Source: an optimization exercise on an open RTL-to-GDS flow (aim: small area and a short achievable clock period). Production flows keep margins and buffers that such runs may drop. In this exercise RTL edits were held to simulation tests only and were not proved equivalent to the original. No activity file was given, so power comes from the tool's default toggle rates.

willow:
==> flow/design.v <==
module mux_inv (
    input  wire a,
    input  wire b,
    input  wire s,
    input  wire sn,
    output wire y
);
    assign y = ~((a | s) & (b | sn));
endmodule
module mux_buf (
    input  wire a,
    input  wire b,
    input  wire s,
    input  wire sn,
    output wire y
);
    assign y = (a | s) & (b | sn);
endmodule
module nor2_cell (
    input  wire a,
    input  wire b,
    output wire y
);
    assign y = ~(a | b);
endmodule
module or2_cell (
    input  wire a,
    input  wire b,
    output wire y
);
    assign y = a | b;
endmodule
module inv_cell (
    input  wire a,
    output wire y
);
    assign y = ~a;
endmodule
module wire_cell (
    input  wire a,
    output wire y
);
    assign y = a;
endmodule
module shifter_io_wrapper #(
    parameter integer WIDTH = 32,
    parameter integer BLOCK = 16
)(
    input  wire             clk,
    input  wire             v_in,
    input  wire [1:0]       opcode,
    input  wire [4:0]       shamt,
    input  wire [31:0]      din,
    output reg  [31:0]      dout,
    output reg              v_out
);
    genvar i;
    wire [1:0] is_left, is_leftn;
    nor2_cell u_l0  (.a(opcode[1]), .b(opcode[0]), .y(is_left[0]));
    nor2_cell u_l1  (.a(opcode[1]), .b(opcode[0]), .y(is_left[1]));
    or2_cell  u_ln0 (.a(opcode[1]), .b(opcode[0]), .y(is_leftn[0]));
    or2_cell  u_ln1 (.a(opcode[1]), .b(opcode[0]), .y(is_leftn[1]));
    wire fill     = (opcode == 2'b10) & din[31];
    wire filln    = ~fill;
    wire [4:2] shn = ~shamt[4:2];
    wire [31:0] d1;    
    wire [31:0] d2;    
    wire [31:0] d3;    
    generate
        for (i = 0; i < 32; i = i + 1) begin : g_s1
            mux_inv u_rev (.a(din[i]), .b(din[31-i]), .s(is_left[i / 16]), .sn(is_leftn[i / 16]), .y(d1[i]));
            mux_inv u_16 (.a(d1[i]), .b(i + 16 < 32 ? d1[(i + 16) % 32] : filln),
                          .s(shamt[4]), .sn(shn[4]), .y(d2[i]));
            mux_inv u_8  (.a(d2[i]), .b(i + 8 < 32 ? d2[(i + 8) % 32] : fill),
                          .s(shamt[3]), .sn(shn[3]), .y(d3[i]));
        end
    endgenerate
    wire sh2b, shn2b;
    wire_cell u_sh2b  (.a(shamt[2]), .y(sh2b));
    wire_cell u_shn2b (.a(shn[2]),   .y(shn2b));
    reg [31:0] m_datan;             
    reg [2:0]  m_sh, m_shn;
    reg        m_sh2b, m_shn2b;     
    reg        m_left, m_leftn;
    reg        m_fill, m_v;
    always @(posedge clk) begin
        m_datan <= d3;
        m_sh    <= shamt[2:0];
        m_shn   <= ~shamt[2:0];
        m_sh2b  <= sh2b;
        m_shn2b <= shn2b;
        m_left  <= is_left[0];
        m_leftn <= is_leftn[0];
        m_fill  <= fill;
        m_v     <= v_in;
    end
    wire m_filln = ~m_fill;
    wire [31:0] e1;    
    wire [31:0] e2;    
    wire [31:0] e3;    
    wire [31:0] e4;    
    generate
        for (i = 0; i < 32; i = i + 1) begin : g_s2
            mux_inv u_4   (.a(m_datan[i]), .b(i + 4 < 32 ? m_datan[(i + 4) % 32] : m_filln),
                           .s(i < 16 ? m_sh[2] : m_sh2b), .sn(i < 16 ? m_shn[2] : m_shn2b), .y(e1[i]));
            mux_inv u_2   (.a(e1[i]), .b(i + 2 < 32 ? e1[(i + 2) % 32] : m_fill),
                           .s(m_sh[1]), .sn(m_shn[1]), .y(e2[i]));
            mux_inv u_1   (.a(e2[i]), .b(i + 1 < 32 ? e2[(i + 1) % 32] : m_filln),
                           .s(m_sh[0]), .sn(m_shn[0]), .y(e3[i]));
            mux_buf u_rev (.a(e3[i]), .b(e3[31-i]), .s(m_left), .sn(m_leftn), .y(e4[i]));
        end
    endgenerate
    always @(posedge clk) begin
        dout  <= e4;
        v_out <= m_v;
    end
endmodule
export LEC_CHECK = 0
export CAP_MARGIN = 20
export CORE_MARGIN = 2
export CORE_UTILIZATION = 50
export SETUP_SLACK_MARGIN = 1.05
export SLEW_MARGIN = 20
export SYNTH_HIERARCHICAL = 1
create_clock -name core_clock -period 2.5 [get_ports {clk}]
standard.sh (not shown) runs the stock make flow with config.mk's settings and CLKGATE_MAP_FILE= SYNTH_SCRIPT=/design/flow/synth_recipe.tcl, a recipe that flattens the netlist after the stock synthesis.
==> flow/flow/run.sh <==
#!/bin/bash
# Standard ORFS layout, with the port buffers made of the smallest buffer and
# a clock tree built without dummy balancing loads.
set -euo pipefail
bash standard.sh "BUFFER_PORTS_ARGS=-buffer_cell sky130_fd_sc_hd__buf_1" \
  "CTS_ARGS=-sink_clustering_enable -repair_clock_nets -dont_use_dummy_load -buf_list sky130_fd_sc_hd__clkbuf_4" finish > standard_flow.log 2>&1
Here is what was changed in the inputs of lagoon compared with willow.
diff --git a/flow/design.v b/flow/design.v
--- a/flow/design.v
+++ b/flow/design.v
@@ -34,16 +34,10 @@
     input  wire a,
     output wire y
 );
     assign y = ~a;
 endmodule
-module wire_cell (
-    input  wire a,
-    output wire y
-);
-    assign y = a;
-endmodule
 module shifter_io_wrapper #(
     parameter integer WIDTH = 32,
     parameter integer BLOCK = 16
 )(
     input  wire             clk,
@@ -60,11 +54,11 @@
     nor2_cell u_l1  (.a(opcode[1]), .b(opcode[0]), .y(is_left[1]));
     or2_cell  u_ln0 (.a(opcode[1]), .b(opcode[0]), .y(is_leftn[0]));
     or2_cell  u_ln1 (.a(opcode[1]), .b(opcode[0]), .y(is_leftn[1]));
     wire fill     = (opcode == 2'b10) & din[31];
     wire filln    = ~fill;
-    wire [4:2] shn = ~shamt[4:2];
+    wire [4:3] shn = ~shamt[4:3];
     wire [31:0] d1;    
     wire [31:0] d2;    
     wire [31:0] d3;    
     generate
         for (i = 0; i < 32; i = i + 1) begin : g_s1
@@ -73,13 +67,13 @@
                           .s(shamt[4]), .sn(shn[4]), .y(d2[i]));
             mux_inv u_8  (.a(d2[i]), .b(i + 8 < 32 ? d2[(i + 8) % 32] : fill),
                           .s(shamt[3]), .sn(shn[3]), .y(d3[i]));
         end
     endgenerate
-    wire sh2b, shn2b;
-    wire_cell u_sh2b  (.a(shamt[2]), .y(sh2b));
-    wire_cell u_shn2b (.a(shn[2]),   .y(shn2b));
+    wire shn2b, sh2b;
+    inv_cell u_shn2b (.a(shamt[2]), .y(shn2b));
+    inv_cell u_sh2b  (.a(shn2b), .y(sh2b));
     reg [31:0] m_datan;             
     reg [2:0]  m_sh, m_shn;
     reg        m_sh2b, m_shn2b;     
     reg        m_left, m_leftn;
     reg        m_fill, m_v;
Between lagoon and willow, the total power after layout figures differ only marginally. Die span in x across lagoon and willow: no real change. A worst setup path endpoint of dout[3]$_DFF_P_ is what lagoon shows, while dout[31] belongs to willow. The detail-routed via count per cell of lagoon falls short of that of willow by 0.54%. ~same proportion of cell area occupied by registers in lagoon and willow. Across both runs, post-route clock period utilization was higher for lagoon than for willow.


Starts from the design.v that is shown in full above.
export LEC_CHECK = 0
export CAP_MARGIN = 20
export CORE_MARGIN = 2
export CORE_UTILIZATION = 50
export SETUP_SLACK_MARGIN = 1.1
export SLEW_MARGIN = 20
export SYNTH_HIERARCHICAL = 1
create_clock -name core_clock -period 2.5 [get_ports {clk}]
Scripts as last shown in full above: flow/flow/run.sh
==> next run, changes <==
--- a/flow/design.v
+++ b/flow/design.v
@@ -34,16 +34,10 @@
     input  wire a,
     output wire y
 );
     assign y = ~a;
 endmodule
-module wire_cell (
-    input  wire a,
-    output wire y
-);
-    assign y = a;
-endmodule
 module shifter_io_wrapper #(
     parameter integer WIDTH = 32,
     parameter integer BLOCK = 16
 )(
     input  wire             clk,
@@ -60,11 +54,11 @@
     nor2_cell u_l1  (.a(opcode[1]), .b(opcode[0]), .y(is_left[1]));
     or2_cell  u_ln0 (.a(opcode[1]), .b(opcode[0]), .y(is_leftn[0]));
     or2_cell  u_ln1 (.a(opcode[1]), .b(opcode[0]), .y(is_leftn[1]));
     wire fill     = (opcode == 2'b10) & din[31];
     wire filln    = ~fill;
-    wire [4:2] shn = ~shamt[4:2];
+    wire [4:3] shn = ~shamt[4:3];
     wire [31:0] d1;    
     wire [31:0] d2;    
     wire [31:0] d3;    
     generate
         for (i = 0; i < 32; i = i + 1) begin : g_s1
@@ -73,13 +67,13 @@
                           .s(shamt[4]), .sn(shn[4]), .y(d2[i]));
             mux_inv u_8  (.a(d2[i]), .b(i + 8 < 32 ? d2[(i + 8) % 32] : fill),
                           .s(shamt[3]), .sn(shn[3]), .y(d3[i]));
         end
     endgenerate
-    wire sh2b, shn2b;
-    wire_cell u_sh2b  (.a(shamt[2]), .y(sh2b));
-    wire_cell u_shn2b (.a(shn[2]),   .y(shn2b));
+    wire shn2b, sh2b;
+    inv_cell u_shn2b (.a(shamt[2]), .y(shn2b));
+    inv_cell u_sh2b  (.a(shn2b), .y(sh2b));
     reg [31:0] m_datan;             
     reg [2:0]  m_sh, m_shn;
     reg        m_sh2b, m_shn2b;     
     reg        m_left, m_leftn;
     reg        m_fill, m_v;
=> The new run went through all stages and came out clean; wire length climbs by 0.92%; non-clock buffer count stays the same; design area came out higher by 0.91%; setup slack gains 0.013 ns; power grows by 0.81%; critical path depth goes down by 3; global-route usage stays the same; utilization rose by 0.57 points; sequential power stays flat; via count fell by 2.3%; synthesized area barely changes.


Setup of rev 12:
RTL: the design.v shown in full above, as it stands there.
export LEC_CHECK = 0
export CAP_MARGIN = 20
export CORE_MARGIN = 2
export CORE_UTILIZATION = 50
export SETUP_SLACK_MARGIN = 1.1
export SLEW_MARGIN = 20
export SYNTH_HIERARCHICAL = 1
create_clock -name core_clock -period 2.5 [get_ports {clk}]
==> flow/flow/run.sh <==
#!/bin/bash
# Standard ORFS layout, with the port buffers made of the smallest buffer and
# a clock tree built without dummy balancing loads.
set -euo pipefail
bash standard.sh "BUFFER_PORTS_ARGS=-buffer_cell sky130_fd_sc_hd__buf_1" \
  "CTS_ARGS=-sink_clustering_enable -repair_clock_nets -dont_use_dummy_load -buf_list {sky130_fd_sc_hd__clkbuf_4 sky130_fd_sc_hd__clkbuf_8}" finish > standard_flow.log 2>&1
[inputs] rev 13 vs rev 12
-- flow/design.v --
<<< rev 12, line 37
    assign y = ~a;
endmodule
module wire_cell (
    input  wire a,
    output wire y
);
    assign y = a;
endmodule
module shifter_io_wrapper #(
    parameter integer WIDTH = 32,
>>> rev 13, line 37
    assign y = ~a;
endmodule
module shifter_io_wrapper #(
    parameter integer WIDTH = 32,
<<< rev 12, line 63
    wire fill     = (opcode == 2'b10) & din[31];
    wire filln    = ~fill;
    wire [4:2] shn = ~shamt[4:2];
    wire [31:0] d1;    
    wire [31:0] d2;    
>>> rev 13, line 57
    wire fill     = (opcode == 2'b10) & din[31];
    wire filln    = ~fill;
    wire [4:3] shn = ~shamt[4:3];
    wire [31:0] d1;    
    wire [31:0] d2;    
<<< rev 12, line 76
        end
    endgenerate
    wire sh2b, shn2b;
    wire_cell u_sh2b  (.a(shamt[2]), .y(sh2b));
    wire_cell u_shn2b (.a(shn[2]),   .y(shn2b));
    reg [31:0] m_datan;             
    reg [2:0]  m_sh, m_shn;
>>> rev 13, line 70
        end
    endgenerate
    wire shn2b, sh2b;
    inv_cell u_shn2b (.a(shamt[2]), .y(shn2b));
    inv_cell u_sh2b  (.a(shn2b), .y(sh2b));
    reg [31:0] m_datan;             
    reg [2:0]  m_sh, m_shn;
### Flow results
Rev 13 against rev 12: cell area after layout rose 0.57%; worst hold-check slack now smaller; setup slack has remained practically unchanged; mean instance size in the synthesized netlist has remained practically unchanged. Looking at rev 12 and rev 13, the clock period minus worst slack is a wash. ~same die area in rev 12 and rev 13. Rev 12 -> rev 13: top fanout value on the critical path delta 0, exact match. Note that the violation count after the first detailed-routing iteration recorded for rev 13 amounts to 0.72 times the value seen in rev 12. The internal power on rev 13 is in line with that on rev 12.

==> afterwards: timing with drivers on the ports <==
The results above use ideal ports. As a check the final layouts listed here were re-extracted and re-timed, cells and wires unchanged.
Step 1, drivers: a clkbuf_16 drives clk and a buf_2 each remaining input, both assumed.
Step 2 moves the port delays by t, midway between the first and last clock arrival at a register: inputs arrive t later, outputs are due t later. That takes back most of the time a late clock gives input paths.
Three values: ideal, step 1, step 2; two values: the first two.
run | shift t [ns] | setup WS [ns] | worst register clock-pin slew, ns | cell pins on the clock port's net
willow | 0.425 | 1.126 / 1.098 / 0.725 | 0.13 / 0.13 | 1
lagoon | 0.419 | 1.113 / 1.107 / 0.756 | 0.12 / 0.12 | 1
the first run of note 2 | 0.424 | 1.130 / 1.119 / 0.778 | 0.11 / 0.11 | 1
the second run of note 2 | 0.427 | 1.144 / 1.117 / 0.758 | 0.12 / 0.12 | 1
rev 12 | 0.358 | 1.142 / 1.142 / 0.820 | 0.08 / 0.08 | 1
rev 13 | 0.359 | 1.142 / 1.142 / 0.840 | 0.07 / 0.07 | 1
After both steps every run listed still meets setup and hold. The setup slack of willow, which loses most, moves by -0.028 ns with the drivers and by -0.401 ns with both steps.
